Background: an optimization exercise with open tools, aiming at small area and a short achievable clock period. Do not read the settings as production practice. In this exercise RTL edits were held to simulation tests only and were not proved equivalent to the original. No activity file was given, so power comes from the tool's default toggle rates.

==> design.v <==
`timescale 1ps/1ps
module ReservationStation(input clk, input rst,
    input wen, input flush,
    input [3:0] instr_index, input [3:0] instr_opcode, input [7:0] instr_i,
    input [3:0] in_op1, input [3:0] in_op2, input [15:0] in_val1, input [15:0] in_val2,
    input is_val_op1, input is_val_op2,
    output is_full,
    output iss_valid, output [3:0] iss_index, output [2:0] iss_kind,
    output [15:0] iss_val1, output [15:0] iss_val2,
    input [3:0] cdb_v, input [15:0] cdb_idx, input [63:0] cdb_val
    );
    wire op_add  = instr_opcode == 4'd0;
    wire op_sub  = instr_opcode == 4'd1;
    wire op_mov  = instr_opcode == 4'd4;
    wire op_movl = instr_opcode == 4'd5;
    wire op_movh = instr_opcode == 4'd6;
    wire d_arith = op_add | op_sub;
    wire d_hi = op_sub | op_mov;
    wire d_lo = d_arith | op_mov | op_movh;
    wire [2:0] d_kind = {d_arith, d_hi, d_lo};
    wire [15:0] d_val1;
    assign d_val1[7:0]  = op_movl ? instr_i : (d_lo ? in_val1[7:0] : 8'd0);
    assign d_val1[15:8] = op_movh ? instr_i : ((d_arith | op_mov) ? in_val1[15:8] : 8'd0);
    reg [3:0] valid;
    reg [3:0] rdy1, rdy2;
    reg [3:0] rob [0:3];
    reg [2:0] kind [0:3];
    reg [3:0] tag1 [0:3];
    reg [3:0] tag2 [0:3];
    reg [15:0] val1 [0:3];
    reg [15:0] val2 [0:3];
    reg [3:0] iss;
    reg full_r;
    assign is_full = full_r;
    wire run = ~rst & ~flush;
    wire [3:0] free = {~valid[3] & valid[2] & valid[1] & valid[0],
                       ~valid[2] & valid[1] & valid[0],
                       ~valid[1] & valid[0],
                       ~valid[0]};
    wire [3:0] wr = free & {4{wen & run}};
    wire [3:0] rdy = valid & rdy1 & rdy2;
    wire [3:0] pick = {rdy[3] & ~rdy[2] & ~rdy[1] & ~rdy[0],
                       rdy[2] & ~rdy[1] & ~rdy[0],
                       rdy[1] & ~rdy[0],
                       rdy[0]};
    genvar n;
    generate for (n = 0; n < 4; n = n + 1) begin : e
        wire [3:0] m1, m2;
        genvar c;
        for (c = 0; c < 4; c = c + 1) begin : ch
            assign m1[c] = cdb_v[c] & (cdb_idx[4*c+3:4*c] == tag1[n]);
            assign m2[c] = cdb_v[c] & (cdb_idx[4*c+3:4*c] == tag2[n]);
        end
        wire [15:0] s1 = m1[0] ? cdb_val[15:0] : m1[1] ? cdb_val[31:16] : m1[2] ? cdb_val[47:32] : cdb_val[63:48];
        wire [15:0] s2 = m2[0] ? cdb_val[15:0] : m2[1] ? cdb_val[31:16] : m2[2] ? cdb_val[47:32] : cdb_val[63:48];
        wire snoop1 = run & valid[n] & ~rdy1[n] & (|m1);
        wire snoop2 = run & valid[n] & ~rdy2[n] & (|m2);
        always @(posedge clk) begin
            if (wr[n]) begin
                rob[n] <= instr_index;
                kind[n] <= d_kind;
                tag1[n] <= in_op1;
                tag2[n] <= in_op2;
            end
            if (wr[n]) begin
                val1[n] <= d_val1;
                rdy1[n] <= is_val_op1;
            end else if (snoop1) begin
                if (kind[n][0]) val1[n][7:0] <= s1[7:0];
                if (kind[n][1] | kind[n][2]) val1[n][15:8] <= s1[15:8];
                rdy1[n] <= 1'b1;
            end
            if (wr[n]) begin
                val2[n] <= in_val2;
                rdy2[n] <= is_val_op2;
            end else if (snoop2) begin
                val2[n] <= s2;
                rdy2[n] <= 1'b1;
            end
            if (rst) valid[n] <= 1'b0;
            else if (wr[n]) valid[n] <= 1'b1;
            else if (run & pick[n]) valid[n] <= 1'b0;
        end
    end endgenerate
    always @(posedge clk) begin
        if (rst) begin
            iss <= 4'd0;
            full_r <= 1'b0;
        end else if (~flush) begin
            iss <= pick;
            full_r <= &valid;
        end
    end
    assign iss_valid = |iss;
    assign iss_index = ({4{iss[0]}} & rob[0]) | ({4{iss[1]}} & rob[1]) | ({4{iss[2]}} & rob[2]) | ({4{iss[3]}} & rob[3]);
    assign iss_kind = ({3{iss[0]}} & kind[0]) | ({3{iss[1]}} & kind[1]) | ({3{iss[2]}} & kind[2]) | ({3{iss[3]}} & kind[3]);
    assign iss_val1 = ({16{iss[0]}} & val1[0]) | ({16{iss[1]}} & val1[1]) | ({16{iss[2]}} & val1[2]) | ({16{iss[3]}} & val1[3]);
    assign iss_val2 = ({16{iss[0]}} & val2[0]) | ({16{iss[1]}} & val2[1]) | ({16{iss[2]}} & val2[2]) | ({16{iss[3]}} & val2[3]);
endmodule
module BranchStation(input clk, input rst,
    input wen,
    input [3:0] instr_index, input [3:0] instr_opcode,
    input [3:0] in_op1, input [3:0] in_op2, input [15:0] in_val1, input [15:0] in_val2,
    input is_val_op1, input is_val_op2,
    output is_full,
    output iss_valid, output [3:0] iss_index, output iss_taken, output [15:0] iss_target,
    input [3:0] cdb_v, input [15:0] cdb_idx, input [63:0] cdb_val
    );
    wire op_en = instr_opcode[3:2] == 2'b10;
    wire t0 = op_en & (instr_opcode[1:0] == 2'b00 || instr_opcode[1:0] == 2'b11);
    wire t1 = op_en & instr_opcode[0];
    wire t2 = op_en & (instr_opcode[1:0] == 2'b01 || instr_opcode[1:0] == 2'b10);
    wire d_z = in_val2 == 16'd0;
    wire d_taken = d_z ? t0 : (in_val2[0] ? t2 : t1);
    wire [2:0] d_cond = {t2, t1, is_val_op2 ? d_taken : t0};
    wire [3:0] cz, cb;
    genvar c;
    generate for (c = 0; c < 4; c = c + 1) begin : cls
        assign cz[c] = cdb_val[16*c+15:16*c] == 16'd0;
        assign cb[c] = cdb_val[16*c];
    end endgenerate
    reg [3:0] valid;
    reg [3:0] rdy1, rdy2;
    reg [3:0] rob [0:3];
    reg [2:0] cond [0:3];
    reg [3:0] tag1 [0:3];
    reg [3:0] tag2 [0:3];
    reg [15:0] val1 [0:3];
    reg [3:0] iss;
    reg full_r;
    assign is_full = full_r;
    wire [3:0] free = {~valid[3] & valid[2] & valid[1] & valid[0],
                       ~valid[2] & valid[1] & valid[0],
                       ~valid[1] & valid[0],
                       ~valid[0]};
    wire [3:0] wr = free & {4{wen & ~rst}};
    wire [3:0] rdy = valid & rdy1 & rdy2;
    wire [3:0] pick = {rdy[3] & ~rdy[2] & ~rdy[1] & ~rdy[0],
                       rdy[2] & ~rdy[1] & ~rdy[0],
                       rdy[1] & ~rdy[0],
                       rdy[0]};
    genvar n;
    generate for (n = 0; n < 4; n = n + 1) begin : e
        wire [3:0] m1, m2;
        genvar k;
        for (k = 0; k < 4; k = k + 1) begin : ch
            assign m1[k] = cdb_v[k] & (cdb_idx[4*k+3:4*k] == tag1[n]);
            assign m2[k] = cdb_v[k] & (cdb_idx[4*k+3:4*k] == tag2[n]);
        end
        wire [15:0] s1 = m1[0] ? cdb_val[15:0] : m1[1] ? cdb_val[31:16] : m1[2] ? cdb_val[47:32] : cdb_val[63:48];
        wire sz = m2[0] ? cz[0] : m2[1] ? cz[1] : m2[2] ? cz[2] : cz[3];
        wire sb = m2[0] ? cb[0] : m2[1] ? cb[1] : m2[2] ? cb[2] : cb[3];
        wire snoop1 = ~rst & valid[n] & ~rdy1[n] & (|m1);
        wire snoop2 = ~rst & valid[n] & ~rdy2[n] & (|m2);
        always @(posedge clk) begin
            if (wr[n]) begin
                rob[n] <= instr_index;
                tag1[n] <= in_op1;
                tag2[n] <= in_op2;
            end
            if (wr[n]) begin
                val1[n] <= in_val1;
                rdy1[n] <= is_val_op1;
            end else if (snoop1) begin
                val1[n] <= s1;
                rdy1[n] <= 1'b1;
            end
            if (wr[n]) begin
                cond[n] <= d_cond;
                rdy2[n] <= is_val_op2;
            end else if (snoop2) begin
                cond[n][0] <= sz ? cond[n][0] : (sb ? cond[n][2] : cond[n][1]);
                rdy2[n] <= 1'b1;
            end
            if (rst) valid[n] <= 1'b0;
            else if (wr[n]) valid[n] <= 1'b1;
            else if (pick[n]) valid[n] <= 1'b0;
        end
    end endgenerate
    always @(posedge clk) begin
        if (rst) begin
            iss <= 4'd0;
            full_r <= 1'b0;
        end else begin
            iss <= pick;
            full_r <= &valid;
        end
    end
    assign iss_valid = |iss;
    assign iss_index = ({4{iss[0]}} & rob[0]) | ({4{iss[1]}} & rob[1]) | ({4{iss[2]}} & rob[2]) | ({4{iss[3]}} & rob[3]);
    assign iss_taken = (iss[0] & cond[0][0]) | (iss[1] & cond[1][0]) | (iss[2] & cond[2][0]) | (iss[3] & cond[3][0]);
    assign iss_target = ({16{iss[0]}} & val1[0]) | ({16{iss[1]}} & val1[1]) | ({16{iss[2]}} & val1[2]) | ({16{iss[3]}} & val1[3]);
endmodule
`timescale 1ps/1ps
module FXU
(input clk, input rst, input flush,
input [2:0] in_kind, input [3:0] in_index, input in_valid,
input [15:0] in_va, input [15:0] in_vb,
output out_valid, output [3:0] out_rob_index, output [15:0] out_return_value);
    reg m_valid;
    reg [3:0] rob_index;
    reg [15:0] result;
    wire is_sub = in_kind[1];
    wire [15:0] sum = in_va + (in_vb ^ {16{is_sub}}) + {15'd0, is_sub};
    always @(posedge clk) begin
        m_valid <= ~rst & ~flush & in_valid;
        rob_index <= in_index;
        result <= in_kind[2] ? sum : in_va;
    end
    assign out_valid = m_valid;
    assign out_rob_index = rob_index;
    assign out_return_value = result;
endmodule
`timescale 1ps/1ps
module BranchUnit
(input clk, input rst,
input in_taken, input [3:0] in_index, input in_valid, input [15:0] vt,
output out_valid, output [3:0] rob_index, output [15:0] branch_target);
    reg m_valid;
    reg [3:0] m_in_index;
    reg [15:0] m_vt;
    always @(posedge clk) begin
        m_valid <= ~rst & in_valid & in_taken;
        m_in_index <= in_index;
        m_vt <= vt;
    end
    assign out_valid = m_valid;
    assign rob_index = m_in_index;
    assign branch_target = m_vt;
endmodule
`timescale 1ps/1ps
module ExecBackend
(input clk, input rst, input flush,
input fxu0_valid, input [3:0] fxu0_rob_idx, input [3:0] fxu0_opcode, input [7:0] fxu0_imm,
input [3:0] fxu0_a_owner, input [3:0] fxu0_b_owner, input [15:0] fxu0_a_value, input [15:0] fxu0_b_value,
input fxu0_a_ready, input fxu0_b_ready,
input fxu1_valid, input [3:0] fxu1_rob_idx, input [3:0] fxu1_opcode, input [7:0] fxu1_imm,
input [3:0] fxu1_a_owner, input [3:0] fxu1_b_owner, input [15:0] fxu1_a_value, input [15:0] fxu1_b_value,
input fxu1_a_ready, input fxu1_b_ready,
input br_valid, input [3:0] br_rob_idx, input [3:0] br_opcode,
input [3:0] br_a_owner, input [3:0] br_b_owner, input [15:0] br_a_value, input [15:0] br_b_value,
input br_a_ready, input br_b_ready,
input lsu_cdb_valid, input [3:0] lsu_cdb_index, input [15:0] lsu_cdb_value,
output fxu0_full, output fxu1_full, output br_full,
output fxu0_cdb_valid, output [3:0] fxu0_cdb_index, output [15:0] fxu0_cdb_value,
output fxu1_cdb_valid, output [3:0] fxu1_cdb_index, output [15:0] fxu1_cdb_value,
output br_cdb_valid, output [3:0] br_cdb_index, output [15:0] br_cdb_target
);
    wire [3:0] cdb_v = {br_cdb_valid, lsu_cdb_valid, fxu1_cdb_valid, fxu0_cdb_valid};
    wire [15:0] cdb_idx = {br_cdb_index, lsu_cdb_index, fxu1_cdb_index, fxu0_cdb_index};
    wire [63:0] cdb_val = {br_cdb_target, lsu_cdb_value, fxu1_cdb_value, fxu0_cdb_value};
    wire f0_v; wire [3:0] f0_idx; wire [2:0] f0_kind; wire [15:0] f0_a, f0_b;
    ReservationStation fxu0_reservationstation
    (clk, rst, fxu0_valid, flush,
    fxu0_rob_idx, fxu0_opcode, fxu0_imm, fxu0_a_owner, fxu0_b_owner, fxu0_a_value, fxu0_b_value, fxu0_a_ready, fxu0_b_ready,
    fxu0_full, f0_v, f0_idx, f0_kind, f0_a, f0_b,
    cdb_v, cdb_idx, cdb_val);
    FXU fxu0
    (clk, rst, flush, f0_kind, f0_idx, f0_v, f0_a, f0_b,
    fxu0_cdb_valid, fxu0_cdb_index, fxu0_cdb_value);
    wire f1_v; wire [3:0] f1_idx; wire [2:0] f1_kind; wire [15:0] f1_a, f1_b;
    ReservationStation fxu1_reservationstation
    (clk, rst, fxu1_valid, flush,
    fxu1_rob_idx, fxu1_opcode, fxu1_imm, fxu1_a_owner, fxu1_b_owner, fxu1_a_value, fxu1_b_value, fxu1_a_ready, fxu1_b_ready,
    fxu1_full, f1_v, f1_idx, f1_kind, f1_a, f1_b,
    cdb_v, cdb_idx, cdb_val);
    FXU fxu1
    (clk, rst, flush, f1_kind, f1_idx, f1_v, f1_a, f1_b,
    fxu1_cdb_valid, fxu1_cdb_index, fxu1_cdb_value);
    wire b_v, b_taken; wire [3:0] b_idx; wire [15:0] b_target;
    BranchStation branch_unit_reservationstation
    (clk, rst, br_valid,
    br_rob_idx, br_opcode, br_a_owner, br_b_owner, br_a_value, br_b_value, br_a_ready, br_b_ready,
    br_full, b_v, b_idx, b_taken, b_target,
    cdb_v, cdb_idx, cdb_val);
    BranchUnit branch_unit
    (clk, rst, b_taken, b_idx, b_v, b_target,
    br_cdb_valid, br_cdb_index, br_cdb_target);
endmodule
==> run.sh <==
#!/bin/bash
# synth_recipe.tcl (not shown) runs the flow's synth.tcl, then flattens the netlist and writes it again
# the make line also repeats each setting of config.mk as NAME=value (left out here)
make -C /OpenROAD-flow-scripts/flow DESIGN_CONFIG=/design/flow/config.mk WORK_HOME=/design/flow/orfs CLKGATE_MAP_FILE= SYNTH_SCRIPT=/design/flow/synth_recipe.tcl finish
==> config.mk <==
export PLATFORM = sky130hd
export DESIGN_NAME = ExecBackend
export DESIGN_NICKNAME = ExecBackend
export VERILOG_FILES = /design/flow/design.v
export SDC_FILE = /design/flow/constraint.sdc
export NUM_CORES = 4
export LEC_CHECK = 0
export CAP_MARGIN = 20
export CORE_MARGIN = 2
export CORE_UTILIZATION = 40
export SETUP_SLACK_MARGIN = 0.3
export SLEW_MARGIN = 20
==> constraint.sdc <==
create_clock -name core_clock -period 5.5 [get_ports {clk}]
set_input_delay 1.1000 -clock core_clock [delete_from_list [all_inputs] [get_ports {clk}]]
set_output_delay 1.1000 -clock core_clock [all_outputs]
set_load 0.01 [all_outputs]
==> results of run 1 <==
[flip-flops by register name, indices dropped and copies added, names as in the netlist, 16 cells and up]
register / flops
fxu0_reservationstation.rob: 16
fxu1_reservationstation.tag1: 16
fxu0_reservationstation.tag2: 16
fxu1.result: 16
fxu0_reservationstation.tag1: 16
branch_unit_reservationstation.tag1: 16
fxu1_reservationstation.val2: 64
branch_unit.m_vt: 16
fxu0_reservationstation.val2: 64
fxu1_reservationstation.tag2: 16
branch_unit_reservationstation.val1: 64
fxu1_reservationstation.val1: 64
fxu0_reservationstation.val1: 64
fxu1_reservationstation.rob: 16
branch_unit_reservationstation.tag2: 16
branch_unit_reservationstation.rob: 16
fxu0.result: 16
[worst max-delay path by stage]
| stage | slack, ps | endpoint | from |
|---|---|---|---|
| detailed placement | 1080 | fxu1_reservationstation.val1[3][6]$_DFFE_PP_ | lsu_cdb_index[2] |
| CTS | 1540 | fxu1.result[14]$_DFF_P_ | fxu1_reservationstation.iss[3]$_SDFFE_PP0N_ |
| floorplan | 1480 | fxu1_reservationstation.rdy2[1]$_SDFFCE_PN1P_ | lsu_cdb_index[2] |
| global placement | 1090 | fxu0_reservationstation.val2[3][6]$_DFFE_PP_ | lsu_cdb_index[2] |
| global route | 1140 | fxu1.result[14]$_DFF_P_ | fxu1_reservationstation.iss[3]$_SDFFE_PP0N_ |
| finish | 1500 | fxu0.result[14]$_DFF_P_ | fxu0_reservationstation.iss[2]$_SDFFE_PP0N_ |
[cells in the mapped netlist, types with 73 or more instances]
cell | n | area (µm²)
xnor2_1 | 137 | 1200
a211oi_2 | 73 | 913
nand2_1 | 513 | 1930
xor2_1 | 301 | 2640
clkbuf_1 | 272 | 1020
mux2i_1 | 337 | 3370
buf_2 | 139 | 696
nor2_1 | 440 | 1650
o21ai_1 | 318 | 1590
edfxtp_1 | 524 | 15700
a21oi_1 | 447 | 2240
dfxtp_1 | 90 | 1800
a211oi_1 | 260 | 1950
a22oi_1 | 142 | 1070
[power groups by stage]
stage / sequential [mW] / clock (mW) / combinational, mW
2_1_floorplan: 5.22 / 0 / 0.522
3_3_place_gp: 5.25 / 0 / 0.947
3_5_place_dp: 5.25 / 0 / 0.957
4_1_cts: 5.15 / 5.26 / 0.961
5_1_grt: 5.16 / 5.43 / 1.03
6_report: 5.15 / 5.23 / 0.980
[cell families (layout without fill, tap and decap cells)]
kind of cell | after synthesis | in the layout
flip-flops | 614 | 614
other | 0 | 1
AO/OA/AOI/OAI | 1389 | 1389
XOR/XNOR | 438 | 438
AND/OR/NAND/NOR | 1272 | 1272
adder cells (fa/ha/maj) | 30 | 30
multiplexers | 345 | 345
buffers and inverters | 562 | 665
[worst register-to-register path: cells and delay by family, from the launching register on]
family | cells | cell delay, ps
AOI/OAI and AO/OA | 7 | 1440
buffers and inverters | 2 | 390
xor gates and xnor gates | 1 | 340
DFF | 1 | 570
adders and majority gates | 1 | 420
and+or+nand+nor | 3 | 730
[routing by layer]
| layer | vias to the layer above | wire (µm) |
|---|---|---|
| met5 | - | 47 |
| met4 | 8 | 10100 |
| met3 | 499 | 17700 |
| met2 | 2167 | 78600 |
| met1 | 18300 | 67600 |
| li1 | 17000 | - |
[area by class of cell]
cell class	instances	area, µm²
clock inverters	46	533
multi-input cells	3474	23000
flip-flops and latches	614	17600
inverters	61	229
repair buffers	466	4220
clock buffers	92	2000
fillers	10000	56500
diodes	1	2.50
well taps	1391	1740
==> run summary, run 1 <==
Critical Path End Type=flip-flop; crit-path leading delay family=compound AO/OA/AOI/OAI gates; placed insts=6006; Core ar.=0.106 mm²; Final #Nets=4914; Final Instance Area=0.0492 mm²; xor-xnor portion of the synthesized cell area=8.97%; gr busiest metal=met2; Worst EP arrival=4540 ps; CTS sink count=614; CTS tree=yes; first-pass GRT wire length=248 mm; clk_skew=35.7 ps; total CTS buffers=74; CP peak stage delay=570 ps; CP most frequent cell=o21ai_1; pre-CTS WS=1080 ps; Synth Area in Compound Gates=21.0%; Overall Power=11.4 mW; HP Class=flip-flop to flip-flop; grt met3 use=6.74%; slew margin rel.=18.4%; Routed Wire Length=174 mm; initial antenna violation count=5; post-layout util=46.6%; Initial Utilization=40.5%; Layout Cells excl Fill=6145; DIE WIDTH=331 µm; WHS Endpoint=branch_unit.m_in_index[1]$_DFF_P_; Final Hold Vio Count=0; status=finished clean; Max Slew Vio Count=0; WP depth=14; DR iter-0 viols=4433; Synth async-reset ratio=0%; # Post-CTS Setup Buffers=0; buffer levels on the longest clock path=3; register-to-register setup slack=1500 ps; commonest non-fill, non-tap cell in the layout=edfxtp_1; Crit Path Max Fanout=34; gr usage total=30.9%; R2R Path End=fxu0.result[14]$_DFF_P_; Hold Path Cell Cnt=2; GR Util met1=39.5%; Area Overhead vs Synth=15.1%; Combinational Power Share=8.6%; WL per Instance=28.3 µm; worst-margin pin slew=1220 ps; reg2reg path depth=14; Clock Power Share=46.0%; detailed-route DRC error count=0; Post-synth top flop=edfxtp_1; maximum number of pins on one net before global-route repair=53; gpl congestion=0.904; Avg Vias per Cell=6.19; I/O pin cnt=259; Worst Path Buf+Inv=2; Clk Latency, worst-skew pair=670 ps; sequential fraction of the synthesis area=41.0%; Max Cap Viol=0; clk slew on worst S/H paths=60 ps; die area=0.110 mm²; most frequent cells in the layout=edfxtp_1 (524), nand2_1 (513), a21oi_1 (446); Synth Warn #=15; Post-Place Cell Area=0.0467 mm²; Die Span Y=331 µm; Leak=17.1 nW; Final Setup Violations=0; WP data required=6030 ps; power share of the sequential group=45.4%; Switching Fraction=24.8%; H-tree levels=3; Peak VDD IR=0.000252 V; Setup CP Type=flip-flop to flip-flop; root buf cell=clkbuf_16; unrepaired setup endpoints after global routing=false; post-synth cell types=78; main combinational cell family by area after synthesis=compound AO/OA/AOI/OAI gates; Reg-to-Reg Start=fxu0_reservationstation.iss[2]$_SDFFE_PP0N_; final worst path period share=72.8%; Avg Cell Area, Syn=9.20 µm²; Sum Neg Setup Slack=0 ps; fmax=250 MHz; Cell Area, Synth=0.0428 mm²; fin crit period=4000 ps; # rows=119; post-synthesis mux area share=8.11%; post-DP HPWL=114 mm; PD cells=231 mW/mm²; Hold Path Origin=branch_unit_reservationstation.rob[1][1]$_DFFE_PP_; GRT met2 Usage=49.0%; CP max-delay cell=dfxtp_1; antenna-violating nets left=0; Synthesized Nets=4873; number of synthesized flops with an enable pin=524; Port Buf Inserts=258; Post-Syn Instances=4650; layout cells sized above 1=11.0%; post-synthesis simple-gate area fraction=13.5%; vias post-DR=38000; Int Power=8.55 mW; critical-path cell list=buf_12, a22oi_1, nand2_2, xor2_1, inv_1, fa_1, nor2b_1, o21ai_1, a21boi_1, nor3_1, o31a_1, o21ai_1, a31oi_1, o221a_1; setup ws final=1500 ps; Psw=2.81 mW; gr ovfl total=0; post-cts sizing count=0; vias in the first global route=35700; Hold-fix buffers, CTS=0; adder-cell share of the synthesized area=0.912%; Seq cells post-synth=614; crit start category=flip-flop; Pre-antenna DRT Iters=6; Hold Worst Slack=446 ps
==> inputs of run 2 (changes only) <==
--- a/design.v
+++ b/design.v
@@ -15,18 +15,16 @@
     wire op_movl = instr_opcode == 4'd5;
     wire op_movh = instr_opcode == 4'd6;
     wire d_arith = op_add | op_sub;
-    wire d_hi = op_sub | op_mov;
-    wire d_lo = d_arith | op_mov | op_movh;
-    wire [2:0] d_kind = {d_arith, d_hi, d_lo};
+    wire [2:0] d_kind = {d_arith, op_sub | op_mov | op_movh, ~d_arith & ~op_movh};
     wire [15:0] d_val1;
-    assign d_val1[7:0]  = op_movl ? instr_i : (d_lo ? in_val1[7:0] : 8'd0);
-    assign d_val1[15:8] = op_movh ? instr_i : ((d_arith | op_mov) ? in_val1[15:8] : 8'd0);
+    assign d_val1[15:8] = (op_movh | op_movl) ? instr_i : ((d_arith | op_mov) ? in_val1[15:8] : 8'd0);
+    assign d_val1[7:4]  = in_val1[7:4];
+    assign d_val1[3:0]  = is_val_op1 ? in_val1[3:0] : in_op1;
+    wire [15:0] d_val2 = {in_val2[15:4], is_val_op2 ? in_val2[3:0] : in_op2};
     reg [3:0] valid;
     reg [3:0] rdy1, rdy2;
     reg [3:0] rob [0:3];
     reg [2:0] kind [0:3];
-    reg [3:0] tag1 [0:3];
-    reg [3:0] tag2 [0:3];
     reg [15:0] val1 [0:3];
     reg [15:0] val2 [0:3];
     reg [3:0] iss;
@@ -48,30 +46,32 @@
         wire [3:0] m1, m2;
         genvar c;
         for (c = 0; c < 4; c = c + 1) begin : ch
-            assign m1[c] = cdb_v[c] & (cdb_idx[4*c+3:4*c] == tag1[n]);
-            assign m2[c] = cdb_v[c] & (cdb_idx[4*c+3:4*c] == tag2[n]);
-        end
-        wire [15:0] s1 = m1[0] ? cdb_val[15:0] : m1[1] ? cdb_val[31:16] : m1[2] ? cdb_val[47:32] : cdb_val[63:48];
-        wire [15:0] s2 = m2[0] ? cdb_val[15:0] : m2[1] ? cdb_val[31:16] : m2[2] ? cdb_val[47:32] : cdb_val[63:48];
+            assign m1[c] = cdb_v[c] & (cdb_idx[4*c+3:4*c] == val1[n][3:0]);
+            assign m2[c] = cdb_v[c] & (cdb_idx[4*c+3:4*c] == val2[n][3:0]);
+        end
+        wire [3:0] p1 = {m1[3] & ~m1[2] & ~m1[1] & ~m1[0], m1[2] & ~m1[1] & ~m1[0], m1[1] & ~m1[0], m1[0]};
+        wire [3:0] p2 = {m2[3] & ~m2[2] & ~m2[1] & ~m2[0], m2[2] & ~m2[1] & ~m2[0], m2[1] & ~m2[0], m2[0]};
+        wire [15:0] s1 = ({16{p1[0]}} & cdb_val[15:0]) | ({16{p1[1]}} & cdb_val[31:16]) |
+                         ({16{p1[2]}} & cdb_val[47:32]) | ({16{p1[3]}} & cdb_val[63:48]);
+        wire [15:0] s2 = ({16{p2[0]}} & cdb_val[15:0]) | ({16{p2[1]}} & cdb_val[31:16]) |
+                         ({16{p2[2]}} & cdb_val[47:32]) | ({16{p2[3]}} & cdb_val[63:48]);
         wire snoop1 = run & valid[n] & ~rdy1[n] & (|m1);
         wire snoop2 = run & valid[n] & ~rdy2[n] & (|m2);
         always @(posedge clk) begin
             if (wr[n]) begin
                 rob[n] <= instr_index;
                 kind[n] <= d_kind;
-                tag1[n] <= in_op1;
-                tag2[n] <= in_op2;
             end
             if (wr[n]) begin
                 val1[n] <= d_val1;
                 rdy1[n] <= is_val_op1;
             end else if (snoop1) begin
-                if (kind[n][0]) val1[n][7:0] <= s1[7:0];
-                if (kind[n][1] | kind[n][2]) val1[n][15:8] <= s1[15:8];
+                val1[n][7:0] <= s1[7:0];
+                if (kind[n][2] | (kind[n][1] & kind[n][0])) val1[n][15:8] <= s1[15:8];
                 rdy1[n] <= 1'b1;
             end
             if (wr[n]) begin
-                val2[n] <= in_val2;
+                val2[n] <= d_val2;
                 rdy2[n] <= is_val_op2;
             end else if (snoop2) begin
                 val2[n] <= s2;
@@ -123,7 +123,6 @@
     reg [3:0] rdy1, rdy2;
     reg [3:0] rob [0:3];
     reg [2:0] cond [0:3];
-    reg [3:0] tag1 [0:3];
     reg [3:0] tag2 [0:3];
     reg [15:0] val1 [0:3];
     reg [3:0] iss;
@@ -144,22 +143,24 @@
         wire [3:0] m1, m2;
         genvar k;
         for (k = 0; k < 4; k = k + 1) begin : ch
-            assign m1[k] = cdb_v[k] & (cdb_idx[4*k+3:4*k] == tag1[n]);
+            assign m1[k] = cdb_v[k] & (cdb_idx[4*k+3:4*k] == val1[n][3:0]);
             assign m2[k] = cdb_v[k] & (cdb_idx[4*k+3:4*k] == tag2[n]);
         end
-        wire [15:0] s1 = m1[0] ? cdb_val[15:0] : m1[1] ? cdb_val[31:16] : m1[2] ? cdb_val[47:32] : cdb_val[63:48];
-        wire sz = m2[0] ? cz[0] : m2[1] ? cz[1] : m2[2] ? cz[2] : cz[3];
-        wire sb = m2[0] ? cb[0] : m2[1] ? cb[1] : m2[2] ? cb[2] : cb[3];
+        wire [3:0] p1 = {m1[3] & ~m1[2] & ~m1[1] & ~m1[0], m1[2] & ~m1[1] & ~m1[0], m1[1] & ~m1[0], m1[0]};
+        wire [3:0] p2 = {m2[3] & ~m2[2] & ~m2[1] & ~m2[0], m2[2] & ~m2[1] & ~m2[0], m2[1] & ~m2[0], m2[0]};
+        wire [15:0] s1 = ({16{p1[0]}} & cdb_val[15:0]) | ({16{p1[1]}} & cdb_val[31:16]) |
+                         ({16{p1[2]}} & cdb_val[47:32]) | ({16{p1[3]}} & cdb_val[63:48]);
+        wire sz = |(p2 & cz);
+        wire sb = |(p2 & cb);
         wire snoop1 = ~rst & valid[n] & ~rdy1[n] & (|m1);
         wire snoop2 = ~rst & valid[n] & ~rdy2[n] & (|m2);
         always @(posedge clk) begin
             if (wr[n]) begin
                 rob[n] <= instr_index;
-                tag1[n] <= in_op1;
                 tag2[n] <= in_op2;
             end
             if (wr[n]) begin
-                val1[n] <= in_val1;
+                val1[n] <= {in_val1[15:4], is_val_op1 ? in_val1[3:0] : in_op1};
                 rdy1[n] <= is_val_op1;
             end else if (snoop1) begin
                 val1[n] <= s1;
@@ -201,15 +202,29 @@
     reg [3:0] rob_index;
     reg [15:0] result;
     wire is_sub = in_kind[1];
-    wire [15:0] sum = in_va + (in_vb ^ {16{is_sub}}) + {15'd0, is_sub};
+    wire [15:0] sum;
+    Adder16 add (in_va, in_vb ^ {16{is_sub}}, is_sub, sum);
     always @(posedge clk) begin
         m_valid <= ~rst & ~flush & in_valid;
         rob_index <= in_index;
-        result <= in_kind[2] ? sum : in_va;
+        result <= in_kind[2] ? sum : (in_kind[1] ? in_va : {8'd0, in_va[15:8]});
     end
     assign out_valid = m_valid;
     assign out_rob_index = rob_index;
     assign out_return_value = result;
+endmodule
+module Adder16(input [15:0] a, input [15:0] b, input cin, output [15:0] s);
+    wire [15:0] p = a ^ b;
+    wire [15:0] g0 = (a & b) | {15'd0, p[0] & cin};
+    wire [15:0] p0 = p;
+    wire [15:0] g1 = g0 | (p0 & {g0[14:0], 1'b0});
+    wire [15:0] p1 = p0 & {p0[14:0], 1'b0};
+    wire [15:0] g2 = g1 | (p1 & {g1[13:0], 2'b0});
+    wire [15:0] p2 = p1 & {p1[13:0], 2'b0};
+    wire [15:0] g3 = g2 | (p2 & {g2[11:0], 4'b0});
+    wire [15:0] p3 = p2 & {p2[11:0], 4'b0};
+    wire [15:0] g4 = g3 | (p3 & {g3[7:0], 8'b0});
+    assign s = p ^ {g4[14:0], cin};
 endmodule
 `timescale 1ps/1ps
 module BranchUnit
--- a/config.mk
+++ b/config.mk
@@ -8,5 +8,5 @@
 export CAP_MARGIN = 20
 export CORE_MARGIN = 2
 export CORE_UTILIZATION = 40
-export SETUP_SLACK_MARGIN = 0.3
+export SETUP_SLACK_MARGIN = 2.5
 export SLEW_MARGIN = 20
==> run 2 against run 1 <==
Highest routed layer unchanged. Die area down 11%. Register-to-register slack improved by 490 ps. Critical endpoint is now fxu0.result[15]$_DFF_P_. Wire length grew 3.4%. Still clean. Hold slack got worse by 4.5 ps.
==> run summary, run 2 <==
status=finished clean; Layout Cells excl Fill=5819; most frequent cells in the layout=nor2_1 (514), edfxtp_1 (444), a22oi_1 (437); Port Buf Inserts=258; fin crit period=3520 ps; Avg Cell Area, Syn=8.73 µm²; Initial Utilization=40.1%; Worst EP arrival=4020 ps; largest cells by area after synthesis=edfxtp_1 (35%), a22oi_1 (8.8%), a221oi_1 (8.2%); R2R Path End=fxu0.result[15]$_DFF_P_; setup ws final=1980 ps; post-DP HPWL=109 mm; WL per Instance=30.9 µm; Max Slew Vio Count=0; Die Span Y=312 µm; CTS sink count=534; register area=0.0152 mm²; slew margin rel.=23.9%; Crit Path Max Fanout=10; Post-Syn Instances=4348; H-tree levels=3; Pre-antenna DRT Iters=10; Avg Vias per Cell=6.72; Final Hold Vio Count=0; CP peak stage delay=420 ps; fmax=284 MHz; buffer levels on the longest clock path=3; worst-margin pin slew=1140 ps; Overall Power=9.85 mW; Core ar.=0.0946 mm²; Post-Place Cell Area=0.0423 mm²; pre-CTS WS=1240 ps; total CTS buffers=66; Clk Latency, worst-skew pair=660 ps; # rows=113; I/O pin cnt=259; antenna-violating nets left=0; vias in the first global route=35500; Peak VDD IR=0.000194 V; sequential fraction of the synthesis area=39.9%; Final Setup Violations=0; unrepaired setup endpoints after global routing=true; Sum Neg Setup Slack=0 ps; DIE WIDTH=312 µm; reg2reg path depth=12; Synth top area share=35.1%; Synth async-reset ratio=0%; Filler cells=8588; commonest non-fill, non-tap cell in the layout=nor2_1; Synthesized Nets=4571; placed insts=5526; number of synthesized flops with an enable pin=444; WHS Endpoint=fxu1.rob_index[2]$_DFF_P_; Hold-fix buffers, CTS=0; layout cells sized above 1=16.3%; WP data required=6000 ps; most frequent cell after synthesis=nor2_1; Cell Area, Synth=0.0380 mm²; Max Cap Viol=0; gpl congestion=0.951; vias post-DR=39100; root buf cell=clkbuf_16; crit-path leading delay family=compound AO/OA/AOI/OAI gates; Final #Nets=4719; clk_skew=43.7 ps; clk slew on worst S/H paths=60 ps; CP max-delay cell=ha_1; Leak=16.9 nW; Hold Worst Slack=441 ps; post-synth cell types=61; CTS tree=yes; gr usage total=34.9%; gr ovfl total=0; Reg-to-Reg Start=fxu0_reservationstation.iss[3]$_SDFFE_PP0N_; maximum number of pins on one net before global-route repair=49; area leader, netlist=edfxtp_1; die area=0.0974 mm²; Area Overhead vs Synth=24.5%; commonest cells in the netlist=nor2_1 (523), clkbuf_1 (461), a22oi_1 (445); register-to-register setup slack=1980 ps; HP Class=flip-flop to flip-flop; final worst path period share=64.0%; initial antenna violation count=6; Worst Path Buf+Inv=3; Routed Wire Length=180 mm; PD cells=208 mW/mm²; Synth Warn #=12; Setup CP Type=flip-flop to flip-flop; first-pass GRT wire length=251 mm; Hold Path Cell Cnt=2; Critical Path End Type=flip-flop; Seq cells post-synth=534; Post-synth top flop=edfxtp_1; Hold Path Origin=fxu1_reservationstation.rob[1][2]$_DFFE_PP_; area occupied by multi-input gates=0.0218 mm²; DR iter-0 viols=6148; Final Instance Area=0.0473 mm²; critical-path cell list=buf_4, buf_4, bufbuf_16, a22oi_1, nand2_1, ha_1, and3_1, a311o_1, a221o_1, or4_1, a31oi_1, nand2_1; detailed-route DRC error count=0; crit start category=flip-flop; post-layout util=50.0%
-- run 2: cell count changes in the layout (fill, tap and decap cells not counted), moves of 100 or more --
cell	previous run	this run
a211oi_1	260	5
o21ai_1	318	45
o21ai_0	12	205
a221oi_1	26	331
a22oi_1	142	437
mux2i_1	337	21
nand2_1	513	412
a21oi_1	446	158
buf_4	202	302
-- run 2: report_power, final --
group          switching (mW)  internal [mW]
sequential             0.0489           4.39
combinational           0.534          0.322
clock                    1.90           2.65
-- run 2: what timing repair did --
item	in CTS	in global routing
cloned	13	8
pin swaps	56	43
buffers inserted	119	27
setup endpoints to repair	666	219
gates resized for setup	167	67
-- run 2: cell families (layout without fill, tap and decap cells) --
kind of cell               Yosys count  count (layout)  synth area share [%]
AOI/OAI and AO/OA                 1398            1398                  26.2
xor gates and xnor gates           437             437                  10.1
adders and majority gates           30              30                  1.03
buffers and inverters              582             777                  5.90
DFF                                534             534                  39.9
muxes                               47              47                  1.32
other                                0               8                     0
and+or+nand+nor                   1320            1323                  15.7
-- run 2: tightest hold or removal path: cells and delay by family (launching register included) --
kind | cells | cell delay [ps]
compound gates | 1 | 60
flops | 1 | 320
simple gates | 1 | 50
-- run 2: layout make-up --
class,instances,share of cell area (%)
Antenna cell,8,0.0424
Clock buffer,87,3.81
Clock inverter,31,0.792
Inverter,24,0.254
Multi-Input combinational cell,3235,46.2
Sequential cell,534,32.2
Tap cell,1265,3.35
Timing Repair Buffer,634,13.3
Timing Repair inverter,1,0.0159
-- run 2: how the worst max path moves through the flow --
stage / to / startpoint / slack, ps / cells past startpoint
after floorplan: fxu0.result[15]$_DFF_P_ / fxu0_reservationstation.iss[2]$_SDFFE_PP0N_ / 2050 / 15
after global placement: branch_unit_reservationstation.cond[3][0]$_DFFE_PP_ / lsu_cdb_value[11] / 1180 / 8
after detailed placement: fxu0_reservationstation.val2[1][14]$_DFFE_PP_ / rst / 1240 / 9
after CTS: fxu0.result[15]$_DFF_P_ / fxu0_reservationstation.iss[3]$_SDFFE_PP0N_ / 1990 / 14
after global routing: fxu0.result[15]$_DFF_P_ / fxu0_reservationstation.iss[3]$_SDFFE_PP0N_ / 1830 / 14
final: fxu0.result[15]$_DFF_P_ / fxu0_reservationstation.iss[3]$_SDFFE_PP0N_ / 1980 / 12
-- run 2: layer usage --
layer | vias to the layer above | part of all wire, % | GRT usage (%)
li1 | 16600 | - | -
met1 | 18600 | 36 | 44.0
met2 | 3170 | 41 | 49.6
met3 | 768 | 15 | 13.2
met4 | 4 | 7.9 | 23.2
met5 | - | 0.071 | 0
==> inputs of run 3 (changes only) <==
--- a/design.v
+++ b/design.v
@@ -5,8 +5,8 @@
     input [3:0] in_op1, input [3:0] in_op2, input [15:0] in_val1, input [15:0] in_val2,
     input is_val_op1, input is_val_op2,
     output is_full,
-    output iss_valid, output [3:0] iss_index, output [2:0] iss_kind,
-    output [15:0] iss_val1, output [15:0] iss_val2,
+    output iss_valid, output [3:0] iss_index,
+    output [15:0] iss_a, output [15:0] iss_b, output iss_cin,
     input [3:0] cdb_v, input [15:0] cdb_idx, input [63:0] cdb_val
     );
     wire op_add  = instr_opcode == 4'd0;
@@ -27,7 +27,6 @@
     reg [2:0] kind [0:3];
     reg [15:0] val1 [0:3];
     reg [15:0] val2 [0:3];
-    reg [3:0] iss;
     reg full_r;
     assign is_full = full_r;
     wire run = ~rst & ~flush;
@@ -35,7 +34,7 @@
                        ~valid[2] & valid[1] & valid[0],
                        ~valid[1] & valid[0],
                        ~valid[0]};
-    wire [3:0] wr = free & {4{wen & run}};
+    wire [3:0] wr = free & {4{wen & ~flush}};
     wire [3:0] rdy = valid & rdy1 & rdy2;
     wire [3:0] pick = {rdy[3] & ~rdy[2] & ~rdy[1] & ~rdy[0],
                        rdy[2] & ~rdy[1] & ~rdy[0],
@@ -55,8 +54,8 @@
                          ({16{p1[2]}} & cdb_val[47:32]) | ({16{p1[3]}} & cdb_val[63:48]);
         wire [15:0] s2 = ({16{p2[0]}} & cdb_val[15:0]) | ({16{p2[1]}} & cdb_val[31:16]) |
                          ({16{p2[2]}} & cdb_val[47:32]) | ({16{p2[3]}} & cdb_val[63:48]);
-        wire snoop1 = run & valid[n] & ~rdy1[n] & (|m1);
-        wire snoop2 = run & valid[n] & ~rdy2[n] & (|m2);
+        wire snoop1 = ~flush & ~rdy1[n] & (|m1);
+        wire snoop2 = ~flush & ~rdy2[n] & (|m2);
         always @(posedge clk) begin
             if (wr[n]) begin
                 rob[n] <= instr_index;
@@ -82,20 +81,37 @@
             else if (run & pick[n]) valid[n] <= 1'b0;
         end
     end endgenerate
+    wire [3:0] p_rob = ({4{pick[0]}} & rob[0]) | ({4{pick[1]}} & rob[1]) | ({4{pick[2]}} & rob[2]) | ({4{pick[3]}} & rob[3]);
+    wire [2:0] p_kind = ({3{pick[0]}} & kind[0]) | ({3{pick[1]}} & kind[1]) | ({3{pick[2]}} & kind[2]) | ({3{pick[3]}} & kind[3]);
+    wire [15:0] p_v1 = ({16{pick[0]}} & val1[0]) | ({16{pick[1]}} & val1[1]) | ({16{pick[2]}} & val1[2]) | ({16{pick[3]}} & val1[3]);
+    wire [15:0] p_v2 = ({16{pick[0]}} & val2[0]) | ({16{pick[1]}} & val2[1]) | ({16{pick[2]}} & val2[2]) | ({16{pick[3]}} & val2[3]);
+    wire p_sub = p_kind[2] & p_kind[1];
+    wire [15:0] p_a = (p_kind[2] | p_kind[1]) ? p_v1 : {8'd0, p_v1[15:8]};
+    wire [15:0] p_b = {16{p_kind[2]}} & (p_v2 ^ {16{p_sub}});
+    reg iv;
+    reg [3:0] irob;
+    reg [15:0] ia, ib;
+    reg icin;
     always @(posedge clk) begin
         if (rst) begin
-            iss <= 4'd0;
+            iv <= 1'b0;
             full_r <= 1'b0;
         end else if (~flush) begin
-            iss <= pick;
+            iv <= |rdy;
             full_r <= &valid;
         end
+        if (~flush) begin
+            irob <= p_rob;
+            ia <= p_a;
+            ib <= p_b;
+            icin <= p_sub;
+        end
     end
-    assign iss_valid = |iss;
-    assign iss_index = ({4{iss[0]}} & rob[0]) | ({4{iss[1]}} & rob[1]) | ({4{iss[2]}} & rob[2]) | ({4{iss[3]}} & rob[3]);
-    assign iss_kind = ({3{iss[0]}} & kind[0]) | ({3{iss[1]}} & kind[1]) | ({3{iss[2]}} & kind[2]) | ({3{iss[3]}} & kind[3]);
-    assign iss_val1 = ({16{iss[0]}} & val1[0]) | ({16{iss[1]}} & val1[1]) | ({16{iss[2]}} & val1[2]) | ({16{iss[3]}} & val1[3]);
-    assign iss_val2 = ({16{iss[0]}} & val2[0]) | ({16{iss[1]}} & val2[1]) | ({16{iss[2]}} & val2[2]) | ({16{iss[3]}} & val2[3]);
+    assign iss_valid = iv;
+    assign iss_index = irob;
+    assign iss_a = ia;
+    assign iss_b = ib;
+    assign iss_cin = icin;
 endmodule
 module BranchStation(input clk, input rst,
     input wen,
@@ -132,7 +148,7 @@
                        ~valid[2] & valid[1] & valid[0],
                        ~valid[1] & valid[0],
                        ~valid[0]};
-    wire [3:0] wr = free & {4{wen & ~rst}};
+    wire [3:0] wr = free & {4{wen}};
     wire [3:0] rdy = valid & rdy1 & rdy2;
     wire [3:0] pick = {rdy[3] & ~rdy[2] & ~rdy[1] & ~rdy[0],
                        rdy[2] & ~rdy[1] & ~rdy[0],
@@ -152,8 +168,8 @@
                          ({16{p1[2]}} & cdb_val[47:32]) | ({16{p1[3]}} & cdb_val[63:48]);
         wire sz = |(p2 & cz);
         wire sb = |(p2 & cb);
-        wire snoop1 = ~rst & valid[n] & ~rdy1[n] & (|m1);
-        wire snoop2 = ~rst & valid[n] & ~rdy2[n] & (|m2);
+        wire snoop1 = ~rdy1[n] & (|m1);
+        wire snoop2 = ~rdy2[n] & (|m2);
         always @(posedge clk) begin
             if (wr[n]) begin
                 rob[n] <= instr_index;
@@ -195,19 +211,18 @@
 `timescale 1ps/1ps
 module FXU
 (input clk, input rst, input flush,
-input [2:0] in_kind, input [3:0] in_index, input in_valid,
-input [15:0] in_va, input [15:0] in_vb,
+input [3:0] in_index, input in_valid,
+input [15:0] in_a, input [15:0] in_b, input in_cin,
 output out_valid, output [3:0] out_rob_index, output [15:0] out_return_value);
     reg m_valid;
     reg [3:0] rob_index;
     reg [15:0] result;
-    wire is_sub = in_kind[1];
     wire [15:0] sum;
-    Adder16 add (in_va, in_vb ^ {16{is_sub}}, is_sub, sum);
+    Adder16 add (in_a, in_b, in_cin, sum);
     always @(posedge clk) begin
         m_valid <= ~rst & ~flush & in_valid;
         rob_index <= in_index;
-        result <= in_kind[2] ? sum : (in_kind[1] ? in_va : {8'd0, in_va[15:8]});
+        result <= sum;
     end
     assign out_valid = m_valid;
     assign out_rob_index = rob_index;
@@ -264,23 +279,23 @@
     wire [3:0] cdb_v = {br_cdb_valid, lsu_cdb_valid, fxu1_cdb_valid, fxu0_cdb_valid};
     wire [15:0] cdb_idx = {br_cdb_index, lsu_cdb_index, fxu1_cdb_index, fxu0_cdb_index};
     wire [63:0] cdb_val = {br_cdb_target, lsu_cdb_value, fxu1_cdb_value, fxu0_cdb_value};
-    wire f0_v; wire [3:0] f0_idx; wire [2:0] f0_kind; wire [15:0] f0_a, f0_b;
+    wire f0_v, f0_cin; wire [3:0] f0_idx; wire [15:0] f0_a, f0_b;
     ReservationStation fxu0_reservationstation
     (clk, rst, fxu0_valid, flush,
     fxu0_rob_idx, fxu0_opcode, fxu0_imm, fxu0_a_owner, fxu0_b_owner, fxu0_a_value, fxu0_b_value, fxu0_a_ready, fxu0_b_ready,
-    fxu0_full, f0_v, f0_idx, f0_kind, f0_a, f0_b,
+    fxu0_full, f0_v, f0_idx, f0_a, f0_b, f0_cin,
     cdb_v, cdb_idx, cdb_val);
     FXU fxu0
-    (clk, rst, flush, f0_kind, f0_idx, f0_v, f0_a, f0_b,
+    (clk, rst, flush, f0_idx, f0_v, f0_a, f0_b, f0_cin,
     fxu0_cdb_valid, fxu0_cdb_index, fxu0_cdb_value);
-    wire f1_v; wire [3:0] f1_idx; wire [2:0] f1_kind; wire [15:0] f1_a, f1_b;
+    wire f1_v, f1_cin; wire [3:0] f1_idx; wire [15:0] f1_a, f1_b;
     ReservationStation fxu1_reservationstation
     (clk, rst, fxu1_valid, flush,
     fxu1_rob_idx, fxu1_opcode, fxu1_imm, fxu1_a_owner, fxu1_b_owner, fxu1_a_value, fxu1_b_value, fxu1_a_ready, fxu1_b_ready,
-    fxu1_full, f1_v, f1_idx, f1_kind, f1_a, f1_b,
+    fxu1_full, f1_v, f1_idx, f1_a, f1_b, f1_cin,
     cdb_v, cdb_idx, cdb_val);
     FXU fxu1
-    (clk, rst, flush, f1_kind, f1_idx, f1_v, f1_a, f1_b,
+    (clk, rst, flush, f1_idx, f1_v, f1_a, f1_b, f1_cin,
     fxu1_cdb_valid, fxu1_cdb_index, fxu1_cdb_value);
     wire b_v, b_taken; wire [3:0] b_idx; wire [15:0] b_target;
     BranchStation branch_unit_reservationstation
--- a/config.mk
+++ b/config.mk
@@ -8,5 +8,5 @@
 export CAP_MARGIN = 20
 export CORE_MARGIN = 2
 export CORE_UTILIZATION = 40
-export SETUP_SLACK_MARGIN = 2.5
+export SETUP_SLACK_MARGIN = 3.0
 export SLEW_MARGIN = 20
==> run 3 against run 2 <==
Wire length rose by 18%. Combinational power rose to 3.1 times the previous value. Setup slack improved by 740 ps. Clock-buffer cell count rose by 8. Critical path depth fell by 3. Die area rose by 6.1%. Area after synthesis rose by 6.1%. Critical path type unchanged. Largest power group is now sequential cells.
==> run summary, run 3 <==
Synthesized Nets=4463; crit start category=flip-flop; vias post-DR=42600; # rows=116; slew margin rel.=21.4%; gr ovfl total=0; DR iter-0 viols=7768; Routed Wire Length=211 mm; Clk Latency, worst-skew pair=670 ps; WL per Instance=35.2 µm; clk slew on worst S/H paths=60 ps; vias in the first global route=39100; Layout Cells excl Fill=6013; HP Class=flip-flop to flip-flop; post-synth cell types=77; Area Overhead vs Synth=37.5%; Initial Utilization=40.3%; first-pass GRT wire length=285 mm; fin crit period=2780 ps; Leak=19.6 nW; Hold-fix buffers, CTS=0; Max Cap Viol=0; CTS tree=yes; WP data required=5870 ps; layout cells sized above 1=29.6%; placed insts=5445; Setup CP Type=flip-flop to flip-flop; most frequent cells in the layout=edfxtp_1 (518), buf_4 (402), nand2_1 (351); die area=0.103 mm²; Critical Path End Type=flip-flop; detailed-route DRC error count=0; area leader, netlist=edfxtp_1; Worst EP arrival=3150 ps; gpl congestion=0.959; Hold Worst Slack=337 ps; Final Hold Vio Count=0; Post-synth top flop=edfxtp_1; Cell Area, Synth=0.0403 mm²; Final Setup Violations=0; Max Slew Vio Count=0; number of synthesized flops with an enable pin=518; Avg Cell Area, Syn=9.51 µm²; clk_skew=55.0 ps; Pre-antenna DRT Iters=21; Seq cells post-synth=602; Core ar.=0.100 mm²; commonest non-fill, non-tap cell in the layout=edfxtp_1; fmax=360 MHz; Synth async-reset ratio=0%; buffer levels on the longest clock path=3; sequential fraction of the synthesis area=42.8%; CTS sink count=602; antenna-violating nets left=0; initial antenna violation count=13; I/O pin cnt=259; Final #Nets=4868; Post-Syn Instances=4238; unrepaired setup endpoints after global routing=true; worst-margin pin slew=1180 ps; total CTS buffers=69; Synth top area share=38.6%; largest cells by area after synthesis=edfxtp_1 (39%), a221oi_1 (6.7%), xor2_1 (6.1%); post-layout util=55.4%; Synth Warn #=12; commonest cells in the netlist=edfxtp_1 (518), clkbuf_1 (370), nand2_1 (370); most frequent cell after synthesis=edfxtp_1; gr usage total=38.2%; Crit Path Max Fanout=4; PD cells=231 mW/mm²; DIE WIDTH=321 µm; Peak VDD IR=0.000212 V; Sum Neg Setup Slack=0 ps; maximum number of pins on one net before global-route repair=46; status=finished clean; root buf cell=clkbuf_16; Avg Vias per Cell=7.09; Die Span Y=321 µm; final worst path period share=50.5%; post-DP HPWL=119 mm; Port Buf Inserts=258; H-tree levels=3
## run 3: final cells by class
class | instances | area [µm²]
fill | 8325 | 44600
multi-input combinational | 3046 | 24400
sequential | 602 | 17400
timing repair buffer | 883 | 9440
clock buffer | 95 | 2000
tap | 1298 | 1620
clock inverter | 33 | 318
inverter | 37 | 221
antenna | 15 | 37.5
timing repair inverter | 4 | 27.5
## run 3: logic make-up after synthesis
group	synth area share [%]
AOI/OAI and AO/OA	25.5
and+or+nand+nor	13.8
DFF	42.8
buffers and inverters	6.60
xor gates and xnor gates	9.26
muxes	1.03
adders and majority gates	1.07
## run 3: what timing repair did
action / 4_1_cts / 5_1_grt
endpoints found under the setup margin: 882 / 607
buffers inserted: 202 / 172
gates resized for setup: 448 / 359
cloned: 33 / 18
pin swaps: 74 / 119
## run 3: worst max-delay path: stages, from the launching register on
cell      delay [ps]
edfxtp_1         490
and3_4           310
buf_12           120
nor2_4            50
a221oi_4         280
nor2_4            80
or3_4            440
buf_12           160
o211ai_1         290
o221ai_1         260
## run 3: worst paths after layout
path | startpoint | to | slack (ps) | cells past startpoint
setup / recovery | fxu0_reservationstation.rdy2[1]$_SDFFCE_PN1P_ | fxu0_reservationstation.ia[3]$_DFFE_PN_ | 2720 | 9
hold / removal | fxu0_reservationstation.irob[3]$_DFFE_PN_ | fxu0.rob_index[3]$_DFF_P_ | 340 | 0
setup reg to reg | fxu0_reservationstation.rdy2[1]$_SDFFCE_PN1P_ | fxu0_reservationstation.ia[3]$_DFFE_PN_ | 2720 | 9
hold reg to reg | fxu0_reservationstation.irob[3]$_DFFE_PN_ | fxu0.rob_index[3]$_DFF_P_ | 340 | 0
## run 3: routing by layer
layer / GRT usage, % / wire (µm) / up-vias
met2: 55.5 / 85400 / 4202
met3: 17.3 / 35100 / 1247
met1: 45.4 / 71400 / 20100
met4: 25.4 / 19300 / 16
met5: 0 / 255 / -
li1: - / - / 17000
## run 3: stage by stage
step / setup WS [ps] / power (mW) / instance area [µm²]
2_1_floorplan: 2360 / 6.36 / 42500
3_3_place_gp: 1150 / 7.34 / 45500
3_5_place_dp: 1110 / 7.35 / 45500
4_1_cts: 2740 / 12.4 / 51900
5_1_grt: 2800 / 12.9 / 55400
6_report: 2720 / 12.8 / 55400
## run 3: power by group
part           switching (mW)  internal [mW]
clock                    2.08           2.79
sequential              0.130           5.10
combinational            1.81          0.882
total                    4.02           8.78
==> inputs of run 4 (changes only) <==
--- a/design.v
+++ b/design.v
@@ -62,20 +62,25 @@
                 kind[n] <= d_kind;
             end
             if (wr[n]) begin
-                val1[n] <= d_val1;
+                val1[n][3:0] <= d_val1[3:0];
                 rdy1[n] <= is_val_op1;
             end else if (snoop1) begin
-                val1[n][7:0] <= s1[7:0];
-                if (kind[n][2] | (kind[n][1] & kind[n][0])) val1[n][15:8] <= s1[15:8];
+                val1[n][3:0] <= s1[3:0];
                 rdy1[n] <= 1'b1;
             end
+            if (wr[n]) val1[n][7:4] <= d_val1[7:4];
+            else if (~rdy1[n]) val1[n][7:4] <= s1[7:4];
+            if (wr[n]) val1[n][15:8] <= d_val1[15:8];
+            else if (~rdy1[n] & (kind[n][2] | (kind[n][1] & kind[n][0]))) val1[n][15:8] <= s1[15:8];
             if (wr[n]) begin
-                val2[n] <= d_val2;
+                val2[n][3:0] <= d_val2[3:0];
                 rdy2[n] <= is_val_op2;
             end else if (snoop2) begin
-                val2[n] <= s2;
+                val2[n][3:0] <= s2[3:0];
                 rdy2[n] <= 1'b1;
             end
+            if (wr[n]) val2[n][15:4] <= d_val2[15:4];
+            else if (~rdy2[n]) val2[n][15:4] <= s2[15:4];
             if (rst) valid[n] <= 1'b0;
             else if (wr[n]) valid[n] <= 1'b1;
             else if (run & pick[n]) valid[n] <= 1'b0;
@@ -176,12 +181,14 @@
                 tag2[n] <= in_op2;
             end
             if (wr[n]) begin
-                val1[n] <= {in_val1[15:4], is_val_op1 ? in_val1[3:0] : in_op1};
+                val1[n][3:0] <= is_val_op1 ? in_val1[3:0] : in_op1;
                 rdy1[n] <= is_val_op1;
             end else if (snoop1) begin
-                val1[n] <= s1;
+                val1[n][3:0] <= s1[3:0];
                 rdy1[n] <= 1'b1;
             end
+            if (wr[n]) val1[n][15:4] <= in_val1[15:4];
+            else if (~rdy1[n]) val1[n][15:4] <= s1[15:4];
             if (wr[n]) begin
                 cond[n] <= d_cond;
                 rdy2[n] <= is_val_op2;
--- a/config.mk
+++ b/config.mk
@@ -10,3 +10,4 @@
 export CORE_UTILIZATION = 40
 export SETUP_SLACK_MARGIN = 3.0
 export SLEW_MARGIN = 20
+export TNS_END_PERCENT = 5
==> run 4 against run 3 <==
Total power rose by 2.1%. Still clean. Die area rose by 2.4%. Setup slack got worse by 15 ps. Hold slack improved by 1.4 ps. Critical path type unchanged. Non-clock buffer count fell by 302. Area after synthesis rose by 2.5%. Sequential share of layout area rose by 3.2 points. Synthesized cell count rose by 8.6%. Register-to-register slack barely moved. Maximum frequency fell by 0.53%. First-iteration DRC count fell by 1.3%.
==> run summary, run 4 <==
pre-CTS WS=1430 ps; Hold Worst Slack=339 ps; gr ovfl total=0; Synth top area share=37.7%; CTS sink count=602; Synthesized Nets=4826; clk_skew=50.4 ps; Hold Path Origin=fxu0_reservationstation.irob[2]$_DFFE_PN_; post-synth cell types=79; status=finished clean; Max Slew Vio Count=0; most frequent cell after synthesis=nand2_1; slew margin rel.=20.9%; Synth Warn #=12; Filler cells=9416; Pre-antenna DRT Iters=12; WL per Instance=32.7 µm; Crit Path Max Fanout=17; most frequent cells in the layout=nand2_1 (518), edfxtp_1 (518), xor2_1 (306); Hold-fix buffers, CTS=0; Max Cap Viol=0; Avg Cell Area, Syn=8.98 µm²; crit start category=flip-flop; sequential fraction of the synthesis area=41.7%; clk slew on worst S/H paths=60 ps; Die Span Y=325 µm; Critical Path Start=fxu0_reservationstation.rdy1[2]$_SDFFCE_PN1P_; Seq cells post-synth=602; gr usage total=35.9%; die area=0.106 mm²; H-tree levels=3; Reg-to-Reg Start=fxu0_reservationstation.rdy1[2]$_SDFFCE_PN1P_; post-DP HPWL=122 mm; Post-Syn Instances=4601; commonest cells in the netlist=nand2_1 (522), edfxtp_1 (518), clkbuf_1 (410); fmax=358 MHz; root buf cell=clkbuf_16; DR iter-0 viols=7665; Sum Neg Setup Slack=0 ps; WP data required=5960 ps; I/O pin cnt=259; Core ar.=0.102 mm²; top routing layer used=met5; final worst path period share=50.8%; Final Hold Vio Count=0; Critical Path End Type=flip-flop; maximum number of pins on one net before global-route repair=61; met3 wire len=32.0 mm; Initial Utilization=40.5%; CTS tree=yes; antenna-violating nets left=0; Post-synth top flop=edfxtp_1; Leak=17.1 nW; worst-margin pin slew=1190 ps; Port Buf Inserts=258; Final #Nets=4919; Synth async-reset ratio=0%; vias in the first global route=37800; number of synthesized flops with an enable pin=518; Cell Area, Synth=0.0413 mm²; setup ws final=2710 ps; Avg Vias per Cell=6.95; vias post-DR=42700; Area Overhead vs Synth=21.7%; Setup CP Type=flip-flop to flip-flop; first-pass GRT wire length=276 mm; # rows=117; Peak VDD IR=0.000201 V; Final Setup Violations=0; met2 WL=82.4 mm; fin crit period=2790 ps; total CTS buffers=74; Metal-1 WL=69.1 mm; unrepaired setup endpoints after global routing=true; Routed Wire Length=201 mm; PD cells=260 mW/mm²; DIE WIDTH=325 µm; area leader, netlist=edfxtp_1; Worst EP arrival=3250 ps; detailed-route DRC error count=0; Clk Latency, worst-skew pair=670 ps; layout cells sized above 1=14.6%; buffer levels on the longest clock path=3; gpl congestion=0.970; largest cells by area after synthesis=edfxtp_1 (38%), xor2_1 (6.5%), a221oi_1 (4.9%); initial antenna violation count=19; HP Class=flip-flop to flip-flop
run 4: changes by cell type after synthesis, sizes merged, moves of 73 or more:
cell / delta
nand3: +194
nand2: +152
o311ai: +104
a221o: -84
a221oi: -79
nor3: +76
a32oi: +73
run 4: final cells by class:
class	count	area [µm²]	share of cell area, %
Tap cell	1368	1710	3.41
Clock inverter	28	310	0.618
Sequential cell	602	17300	34.5
Timing Repair inverter	5	35.0	0.0697
Inverter	67	353	0.702
Antenna cell	22	55.1	0.110
Timing Repair Buffer	581	5990	11.9
Multi-Input combinational cell	3363	22300	44.3
Clock buffer	108	2200	4.37
run 4: kinds of logic after synthesis:
kind of cell               after synthesis  synth area share (%)
muxes                                   39                 0.948
AOI/OAI and AO/OA                     1368                  23.0
adders and majority gates               32                  1.04
DFF                                    602                  41.7
and+or+nand+nor                       1491                  17.5
buffers and inverters                  645                  6.71
xor gates and xnor gates               424                  8.99
run 4: power breakdown:
part	internal (mW)	switching, mW	total (mW)
sequential	5.13	0.149	5.28
combinational	0.840	1.78	2.62
clock	3.06	2.09	5.15
total	9.04	4.02	13.1
run 4: metrics by stage:
| step | area [µm²] | cells | total power [mW] | utilization, % |
|---|---|---|---|---|
| finish | 50200 | 6144 | 13.1 | 49.2 |
| global route | 50200 | 6124 | 13.2 | 49.2 |
| CTS | 48900 | 6054 | 12.8 | 47.9 |
| detailed placement | 44400 | 5807 | 7.45 | 43.5 |
| global placement | 44400 | 5805 | 7.43 | 43.5 |
| floorplan | 41400 | 4601 | 6.35 | - |
run 4: worst paths after layout:
path | end | slack [ps] | depth (start not counted)
worst max-delay path | fxu0_reservationstation.ia[2]$_DFFE_PN_ | 2710 | 7
worst max register to register | fxu0_reservationstation.ia[2]$_DFFE_PN_ | 2710 | 7
worst min register to register | fxu0.rob_index[2]$_DFF_P_ | 340 | 0
worst min-delay path | fxu0.rob_index[2]$_DFF_P_ | 340 | 0
run 4: layer usage:
layer  up-vias  track usage (%)
met5         -                0
met4        20             25.2
met3      1070             13.7
met2      4055             51.5
met1     20100             44.1
li1      17400                -
run 4: what timing repair did:
item                                    4_1_cts  5_1_grt
buffers inserted                             95       57
endpoints found under the setup margin      832      761
gates resized for setup                     218      187
pin swaps                                    15       25
cloned                                       16       11
run 4: worst max-delay path, cell delays in order, from the launching register on:
cell      delay (ps)
edfxtp_1         600
and3_4           420
and2_4           360
buf_4            330
a221o_1          190
o21ai_0          330
nand2b_1         270
o221ai_1         100
==> inputs of run 5 (changes only) <==
==> flow/run.sh (new file) <==
#!/bin/bash
# The standard layout, except that the port buffers are plain
# sky130_fd_sc_hd__buf_2 cells instead of the delay buffers that buffer_ports
# picks by default. Every input and output port still gets its buffer, and
# timing repair may resize them as before.
set -euo pipefail
export BUFFER_PORTS_ARGS="-buffer_cell sky130_fd_sc_hd__buf_2"
bash standard.sh > standard_flow.log 2>&1
==> standard.sh (new file) <==
#!/bin/bash
# synth_recipe.tcl (not shown) runs the flow's synth.tcl, then flattens the netlist and writes it again
# the make line also repeats each setting of config.mk as NAME=value (left out here)
make -C /OpenROAD-flow-scripts/flow DESIGN_CONFIG=/design/flow/config.mk WORK_HOME=/design/flow/orfs CLKGATE_MAP_FILE= SYNTH_SCRIPT=/design/flow/synth_recipe.tcl "${@:-finish}"
removed: run.sh
==> run 5 against run 4 <==
Sequential power barely moved. Sequential share of layout area rose by 1.4 points. Clock-buffer cell count fell by 10. Die area did not move. Non-clock buffer count fell by 30. Synthesized cell count did not move. Register-to-register slack improved by 80 ps. Area after synthesis did not move. Final cell count fell by 0.80%. Sequential cell count did not move. Utilization fell by 2.0 points. Critical endpoint is now fxu0_reservationstation.val2[2][15]$_DFFE_PP_. Largest power group unchanged.
==> run summary, run 5 <==
post-DP HPWL=123 mm; gr ovfl total=0; WL per Instance=32.5 µm; status=finished clean; DR iter-0 viols=6976; CTS sink count=602; I/O pin cnt=259; Core ar.=0.102 mm²; CTS tree=yes; Hold Worst Slack=342 ps; met3 wire len=30.7 mm; vias in the first global route=38500; Filler cells=9563; Clk Latency, worst-skew pair=680 ps; Post-synth top flop=edfxtp_1; total CTS buffers=74; Post-Syn Instances=4601; worst-margin pin slew=1270 ps; PD cells=265 mW/mm²; commonest non-fill, non-tap cell in the layout=nand2_1; Sum Neg Setup Slack=0 ps; WP data required=6000 ps; Synth Warn #=12; setup ws final=2710 ps; maximum number of pins on one net before global-route repair=58; reg2reg path depth=6; critical-path cell list=buf_2, inv_1, o311ai_0, o21ai_0, a21oi_1; DIE WIDTH=325 µm; gr usage total=35.3%; CP max-delay cell=buf_2; CP peak stage delay=610 ps; Crit Path Max Fanout=14; H-tree levels=3; fin crit period=2790 ps; Max Slew Vio Count=0; final worst path period share=50.7%; Routed Wire Length=198 mm; Synth top area share=37.7%; fmax=358 MHz; root buf cell=clkbuf_16; HP Class=flip-flop to flip-flop; top routing layer used=met5; vias post-DR=42200; Metal-1 WL=69.3 mm; pre-CTS WS=1470 ps; commonest cells in the netlist=nand2_1 (522), edfxtp_1 (518), clkbuf_1 (410); Hold Path Cell Cnt=0; largest cells by area after synthesis=edfxtp_1 (38%), xor2_1 (6.5%), a221oi_1 (4.9%); area leader, netlist=edfxtp_1; Leak=16.7 nW; post-synth cell types=79; layout cells sized above 1=18.9%; number of synthesized flops with an enable pin=518; antenna-violating nets left=0; Peak VDD IR=0.000214 V; crit start category=input port; Pre-antenna DRT Iters=10; R2R Path End=fxu1_reservationstation.val2[1][3]$_DFFE_PP_; Cell Area, Synth=0.0413 mm²; Hold Path Origin=fxu0_reservationstation.irob[1]$_DFFE_PN_; Die Span Y=325 µm; met2 WL=81.3 mm; Max Cap Viol=0; Hold-fix buffers, CTS=0; WHS Endpoint=fxu0.rob_index[1]$_DFF_P_; first-pass GRT wire length=275 mm; crit-path leading delay family=buffers and inverters; Worst Path Buf+Inv=2; unrepaired setup endpoints after global routing=true; buffer levels on the longest clock path=3; most frequent cells in the layout=nand2_1 (519), edfxtp_1 (518), xor2_1 (306); Port Buf Inserts=258; Final #Nets=4880; Initial Utilization=40.5%; # rows=117; Final Setup Violations=0; Avg Cell Area, Syn=8.98 µm²; initial antenna violation count=24; Setup CP Type=input port to flip-flop; Critical Path End Type=flip-flop; Seq cells post-synth=602; Synthesized Nets=4826; Worst EP arrival=3290 ps; register-to-register setup slack=2790 ps; gpl congestion=0.974; detailed-route DRC error count=0; clk_skew=42.9 ps; sequential fraction of the synthesis area=41.7%; clk slew on worst S/H paths=60 ps; Reg-to-Reg Start=fxu1_reservationstation.val2[1][1]$_DFFE_PP_; Avg Vias per Cell=6.92; die area=0.106 mm²; Synth async-reset ratio=0%; most frequent cell after synthesis=nand2_1; Final Hold Vio Count=0; slew margin rel.=12.7%; Area Overhead vs Synth=16.8%
## run 5: cell counts after synthesis
No cell type changed its count.
## run 5: area by class of cell
type                    count  area (µm²)  share of cell area (%)
diodes                     12        30.0                  0.0622
clock buffers              98        2180                    4.52
clock inverters            38         354                   0.734
inverters                  67         314                   0.651
multi-input cells        3357       22200                    46.0
flip-flops and latches    602       17300                    35.9
well taps                1368        1710                    3.55
repair buffers            551        4130                    8.55
repair inverters            2        12.5                  0.0259
## run 5: kinds of logic (layout without fill, tap and decap cells)
kind of cell	after synthesis	in the layout	share of synthesized area [%]
other	0	12	0
buffers and inverters	645	756	6.71
AOI/OAI and AO/OA	1368	1368	23.0
and+or+nand+nor	1491	1494	17.5
muxes	39	39	0.948
xor gates and xnor gates	424	424	8.99
adders and majority gates	32	32	1.04
DFF	602	602	41.7
## run 5: power by group
group | leakage [nW] | switching, mW | internal (mW)
logic | 9.75 | 1.68 | 0.604
registers | 5.69 | 0.161 | 5.13
clock network | 1.26 | 2.12 | 3.07
## run 5: how the worst max path moves through the flow
| stage | endpoint | from | cells past startpoint | slack (ps) |
|---|---|---|---|---|
| 5_1_grt | fxu0_cdb_index[0] | fxu0.rob_index[0]$_DFF_P_ | 3 | 2760 |
| 2_1_floorplan | branch_unit_reservationstation.cond[0][0]$_DFFE_PP_ | lsu_cdb_index[0] | 9 | 2470 |
| 6_report | fxu0_reservationstation.val2[2][15]$_DFFE_PP_ | lsu_cdb_value[15] | 5 | 2710 |
| 4_1_cts | fxu0_cdb_value[3] | fxu0.result[3]$_DFF_P_ | 2 | 2780 |
| 3_3_place_gp | fxu0_reservationstation.val1[2][3]$_DFFE_PP_ | lsu_cdb_index[0] | 7 | 1510 |
| 3_5_place_dp | fxu0_reservationstation.val1[3][10]$_DFFE_PP_ | flush | 8 | 1470 |
## run 5: repair_timing
item | CTS | global route
endpoints found under the setup margin | 706 | 640
resized for setup | 168 | 137
buffers inserted | 79 | 66
pin swaps | 25 | 13
gates cloned | 3 | 8
## run 5: routing by layer
layer	vias up	global-route usage, %
li1	17400	-
met5	-	0.725
met4	10	23.7
met2	3792	51.0
met3	1054	13.1
met1	20000	43.9
## run 5: through the flow
step | power (mW) | std cells | utilization, % | instance area [µm²]
after floorplan | 6.35 | 4601 | - | 41400
after global placement | 7.32 | 5789 | 42.2 | 43000
after detailed placement | 7.35 | 5789 | 42.2 | 43000
after CTS | 12.5 | 6007 | 46.0 | 46900
after global routing | 12.9 | 6087 | 47.3 | 48200
final | 12.8 | 6095 | 47.3 | 48300

Setup slack of run 5, layout unchanged: 2.710 ns with ideal ports, 2.668 ns with driving cells assumed (clock clkbuf_16, inputs buf_2), 2.017 ns with port delays also shifted by the 0.737 ns mid clock arrival.
